What follows belongs to an exercise in optimizing a design on an open flow for small area; a production flow would make more cautious choices. Function was checked by simulation only, so behaviour that the tests miss may differ from the original. Power is estimated from default activity; no workload was simulated.

== the previous run ==
==> module fsm_r, before the edit <==
module fsm_r(clk,rstn,pkt_valid,low_pkt_valid,sftrst,fifo_full,fifo_empty0,fifo_empty1,fifo_empty2,parity_done,din,busy,detect_add,ld_state,laf_state,we_reg,rst_int_reg,lfd_state);
input clk,rstn,pkt_valid,low_pkt_valid,sftrst,fifo_full,fifo_empty0,fifo_empty1,fifo_empty2,parity_done;
input [1:0]din;
output busy,detect_add,ld_state,laf_state,we_reg,rst_int_reg,lfd_state;
parameter DECODE_ADDR=3'b000,
	  LOAD_FIRST_DATA=3'b001,
	  WAIT_TILL_EMPTY=3'b010,
	  LOAD_DATA=3'b011,
	  LOAD_PARITY=3'b100,
	  FIFO_FULL_STATE=3'b101,
	  LOAD_AFTER_FULL=3'b110,
	  CHECK_PARITY_ERROR=3'b111;
reg [1:0]addr;
reg [2:0]state,nxt;
always @(posedge clk)
	if(!rstn)
		addr<=0;
	else
		addr<=din;
always@(posedge clk)
	if(!rstn||sftrst)
		state<=DECODE_ADDR;
	else
		state<=nxt;
wire empty_din=(din==2'd0)?fifo_empty0:(din==2'd1)?fifo_empty1:fifo_empty2;
wire empty_addr=(addr==2'd0)?fifo_empty0:(addr==2'd1)?fifo_empty1:(addr==2'd2)?fifo_empty2:1'b0;
always@(*)
begin
	nxt=DECODE_ADDR;
	case(state)
		DECODE_ADDR:
			if(pkt_valid&&din!=2'd3)
				nxt=empty_din?LOAD_FIRST_DATA:WAIT_TILL_EMPTY;
		LOAD_FIRST_DATA:nxt=LOAD_DATA;
		WAIT_TILL_EMPTY:
			nxt=empty_addr?LOAD_FIRST_DATA:WAIT_TILL_EMPTY;
		LOAD_DATA:
			if(fifo_full)
				nxt=FIFO_FULL_STATE;
			else if(!pkt_valid)
				nxt=LOAD_PARITY;
			else
				nxt=LOAD_DATA;
		LOAD_PARITY:nxt=CHECK_PARITY_ERROR;
		FIFO_FULL_STATE:
			nxt=fifo_full?FIFO_FULL_STATE:LOAD_AFTER_FULL;
		LOAD_AFTER_FULL:
			if(parity_done)
				nxt=DECODE_ADDR;
			else if(low_pkt_valid)
				nxt=LOAD_PARITY;
			else
				nxt=LOAD_DATA;
		CHECK_PARITY_ERROR:
			nxt=fifo_full?FIFO_FULL_STATE:DECODE_ADDR;
	endcase
end
assign lfd_state=(state==LOAD_FIRST_DATA);
assign detect_add=(state==DECODE_ADDR);
assign ld_state=(state==LOAD_DATA);
assign laf_state=(state==LOAD_AFTER_FULL);
assign we_reg=(state==LOAD_DATA)||(state==LOAD_PARITY)||(state==LOAD_AFTER_FULL);
assign rst_int_reg=(state==CHECK_PARITY_ERROR);
assign busy=!((state==DECODE_ADDR)||(state==LOAD_DATA));
endmodule
==> module synch, before the edit <==
module synch(clk,rstn,we_reg,det_addr,re0,re1,re2,empty0,empty1,empty2,full0,full1,full2,din,wr_enb,fifo_full,vld0,vld1,vld2,sft0,sft1,sft2);
input clk,rstn,we_reg,det_addr,re0,re1,re2,empty0,empty1,empty2,full0,full1,full2;
input [1:0]din;
output vld0,vld1,vld2;
output sft0,sft1,sft2;
output fifo_full;
output [2:0]wr_enb;
reg [1:0]fifo_addr;
always@(posedge clk)
	if(!rstn)
		fifo_addr<=0;
	else if(det_addr)
		fifo_addr<=din;
assign wr_enb={we_reg&&fifo_addr==2'd2,we_reg&&fifo_addr==2'd1,we_reg&&fifo_addr==2'd0};
assign fifo_full=(fifo_addr==2'd0)?full0:(fifo_addr==2'd1)?full1:(fifo_addr==2'd2)?full2:1'b0;
assign vld0=!empty0;
assign vld1=!empty1;
assign vld2=!empty2;
timeout T0(clk,rstn,vld0,re0,sft0);
timeout T1(clk,rstn,vld1,re1,sft1);
timeout T2(clk,rstn,vld2,re2,sft2);
endmodule
clock: 5.0 ns
lec_check: 0
cap_margin: 20
core_margin: 2
core_utilization: 40
slew_margin: 20
synth_hierarchical: 1
standard.sh (not shown) runs the stock make flow with config.mk's settings and CLKGATE_MAP_FILE= SYNTH_SCRIPT=/design/flow/synth_recipe.tcl, a recipe that flattens the netlist after the stock synthesis.
==> flow/flow/run.sh <==
#!/bin/bash
# Standard ORFS layout, with: every combinational cell first set to the
# smallest cell of its family (repair upsizes where needed), a leaner clock
# tree (no dummy balancing loads, larger sink clusters) and the smallest
# buffer on each port.
set -euo pipefail
here=$(pwd)
export PRE_FLOORPLAN_TCL=$here/flow/downsize.tcl
export CTS_ARGS="-sink_clustering_enable -repair_clock_nets -dont_use_dummy_load -sink_clustering_size ${CTS_SIZE:-30} -sink_clustering_max_diameter ${CTS_DIAM:-100}"
export BUFFER_PORTS_ARGS="-buffer_cell sky130_fd_sc_hd__buf_1"
bash standard.sh > standard.log 2>&1
==> flow/flow/downsize.tcl <==
# Resize every combinational cell to the smallest-area cell of its family
# (same name up to the drive suffix); timing and design repair later in the
# flow upsize where needed. Flip-flops, clock cells and tie cells are left.
set lib_area {}
set fam_best {}
foreach lib [get_libs *] {
  foreach cell [get_lib_cells [get_name $lib]/*] {
    set name [get_name $cell]
    if {![regexp {^(sky130_fd_sc_hd__[a-z0-9]+)_([0-9]+)$} $name -> fam drv]} { continue }
    if {[regexp {__(df|edf|sdf|sedf|dl|sdl|ebuf|einv)} $fam]} { continue }
    if {[regexp {clk|probe|lpflow|dly|conb|tap|fill|decap|diode} $fam]} { continue }
    set area [get_property $cell area]
    if {![dict exists $fam_best $fam]} {
      dict set fam_best $fam [list $name $area $drv]
    } else {
      lassign [dict get $fam_best $fam] bn ba bd
      if {$area < $ba - 1e-6 || (abs($area - $ba) < 1e-6 && $drv > $bd)} {
        dict set fam_best $fam [list $name $area $drv]
      }
    }
  }
}
set n 0
set before 0.0
set after 0.0
foreach inst [get_cells *] {
  set master [get_property $inst ref_name]
  if {![regexp {^(sky130_fd_sc_hd__[a-z0-9]+)_([0-9]+)$} $master -> fam drv]} { continue }
  if {![dict exists $fam_best $fam]} { continue }
  set best [lindex [dict get $fam_best $fam] 0]
  if {$best ne $master} {
    replace_cell $inst $best
    incr n
  }
}
puts "downsize: resized $n cells"
What the current run does differently from the previous run at the input level:
--- a/flow/design.v
+++ b/flow/design.v
@@ -188,32 +188,29 @@
 endmodule
 module fsm_r(clk,rstn,pkt_valid,low_pkt_valid,sftrst,fifo_full,fifo_empty0,fifo_empty1,fifo_empty2,parity_done,din,busy,detect_add,ld_state,laf_state,we_reg,rst_int_reg,lfd_state);
 input clk,rstn,pkt_valid,low_pkt_valid,sftrst,fifo_full,fifo_empty0,fifo_empty1,fifo_empty2,parity_done;
 input [1:0]din;
 output busy,detect_add,ld_state,laf_state,we_reg,rst_int_reg,lfd_state;
 parameter DECODE_ADDR=3'b000,
-	  LOAD_FIRST_DATA=3'b001,
+	  LOAD_FIRST_DATA=3'b011,
 	  WAIT_TILL_EMPTY=3'b010,
-	  LOAD_DATA=3'b011,
-	  LOAD_PARITY=3'b100,
-	  FIFO_FULL_STATE=3'b101,
-	  LOAD_AFTER_FULL=3'b110,
-	  CHECK_PARITY_ERROR=3'b111;
+	  LOAD_DATA=3'b100,
+	  LOAD_PARITY=3'b101,
+	  FIFO_FULL_STATE=3'b110,
+	  LOAD_AFTER_FULL=3'b111,
+	  CHECK_PARITY_ERROR=3'b001;
 reg [1:0]addr;
 reg [2:0]state,nxt;
 always @(posedge clk)
-	if(!rstn)
-		addr<=0;
-	else
-		addr<=din;
+	addr<=din;
 always@(posedge clk)
 	if(!rstn||sftrst)
 		state<=DECODE_ADDR;
 	else
 		state<=nxt;
-wire empty_din=(din==2'd0)?fifo_empty0:(din==2'd1)?fifo_empty1:fifo_empty2;
+wire empty_din=din[1]?fifo_empty2:din[0]?fifo_empty1:fifo_empty0;
 wire empty_addr=(addr==2'd0)?fifo_empty0:(addr==2'd1)?fifo_empty1:(addr==2'd2)?fifo_empty2:1'b0;
 always@(*)
 begin
 	nxt=DECODE_ADDR;
 	case(state)
 		DECODE_ADDR:
@@ -292,18 +289,16 @@
 output vld0,vld1,vld2;
 output sft0,sft1,sft2;
 output fifo_full;
 output [2:0]wr_enb;
 reg [1:0]fifo_addr;
 always@(posedge clk)
-	if(!rstn)
-		fifo_addr<=0;
-	else if(det_addr)
+	if(det_addr)
 		fifo_addr<=din;
-assign wr_enb={we_reg&&fifo_addr==2'd2,we_reg&&fifo_addr==2'd1,we_reg&&fifo_addr==2'd0};
-assign fifo_full=(fifo_addr==2'd0)?full0:(fifo_addr==2'd1)?full1:(fifo_addr==2'd2)?full2:1'b0;
+assign wr_enb={we_reg&&fifo_addr[1],we_reg&&fifo_addr[0],we_reg&&fifo_addr==2'd0};
+assign fifo_full=fifo_addr[1]?full2:fifo_addr[0]?full1:full0;
 assign vld0=!empty0;
 assign vld1=!empty1;
 assign vld2=!empty2;
 timeout T0(clk,rstn,vld0,re0,sft0);
 timeout T1(clk,rstn,vld1,re1,sft1);
 timeout T2(clk,rstn,vld2,re2,sft2);
==> notes.md <==
The current run | stages: all done | timing, DRC, antenna: all pass. Sum of internal, switching and leakage power (higher): the previous run. Comparing the previous run with the current run, the clock-cell share of area came out essentially unchanged. On the current run: non-clock buffer count is 1.9% higher than what the previous run gave. The current run vs the previous run on proportion of power drawn by the clock network: the current run is the higher one. Re final setup violation count: no difference whatsoever between the current run and the previous run. Comparing the previous run and the current run, half-perimeter wire length of the detailed placement result is higher on the current run. In terms of clock-buffer cell count, the previous run and the current run differ only marginally. Taking the previous run as the reference, in the current run power density over the cells now smaller, cell count has decreased. The current run vs the previous run: actual slew at the worst max-slew pin down in the current run. When the current run is measured against the previous run, its number of nets in the finished design turns out about 1.1% lower. Looking at critical path arrival, the current run sits 0.44 ns below the previous run.

[afterwards: timing with drivers on the ports]
How much do the figures lean on ideal ports? The routed layouts below were timed once more, with nothing changed but the port constraints.
Step 1: set_driving_cell puts a clkbuf_16 on clk and a buf_2 on each other input, an assumption about the parent block.
Step 2 times the ports against the registers' clock, not the clock port: input delays grow and output delays shrink by t, the midpoint of the rising clock arrivals with the driver on.
a / b / c = no drivers / after step 1 / after step 2; a / b = the first two.
run | t (ns) | setup slack, ns | worst hold slack (ns) | worst setup path after step 2 | worst data-port slew with drivers (ns)
the previous run | 0.585 | 1.399 / 1.399 / 0.830 | 0.442 / 0.442 / 0.442 | input to register | 0.06
the current run | 0.564 | 1.827 / 1.827 / 1.283 | 0.399 / 0.399 / 0.399 | input to register | 0.06
After both steps every run listed still meets setup and hold. The setup slack of the previous run, which loses most, moves by 0.000 ns with the drivers and by -0.569 ns with both steps.
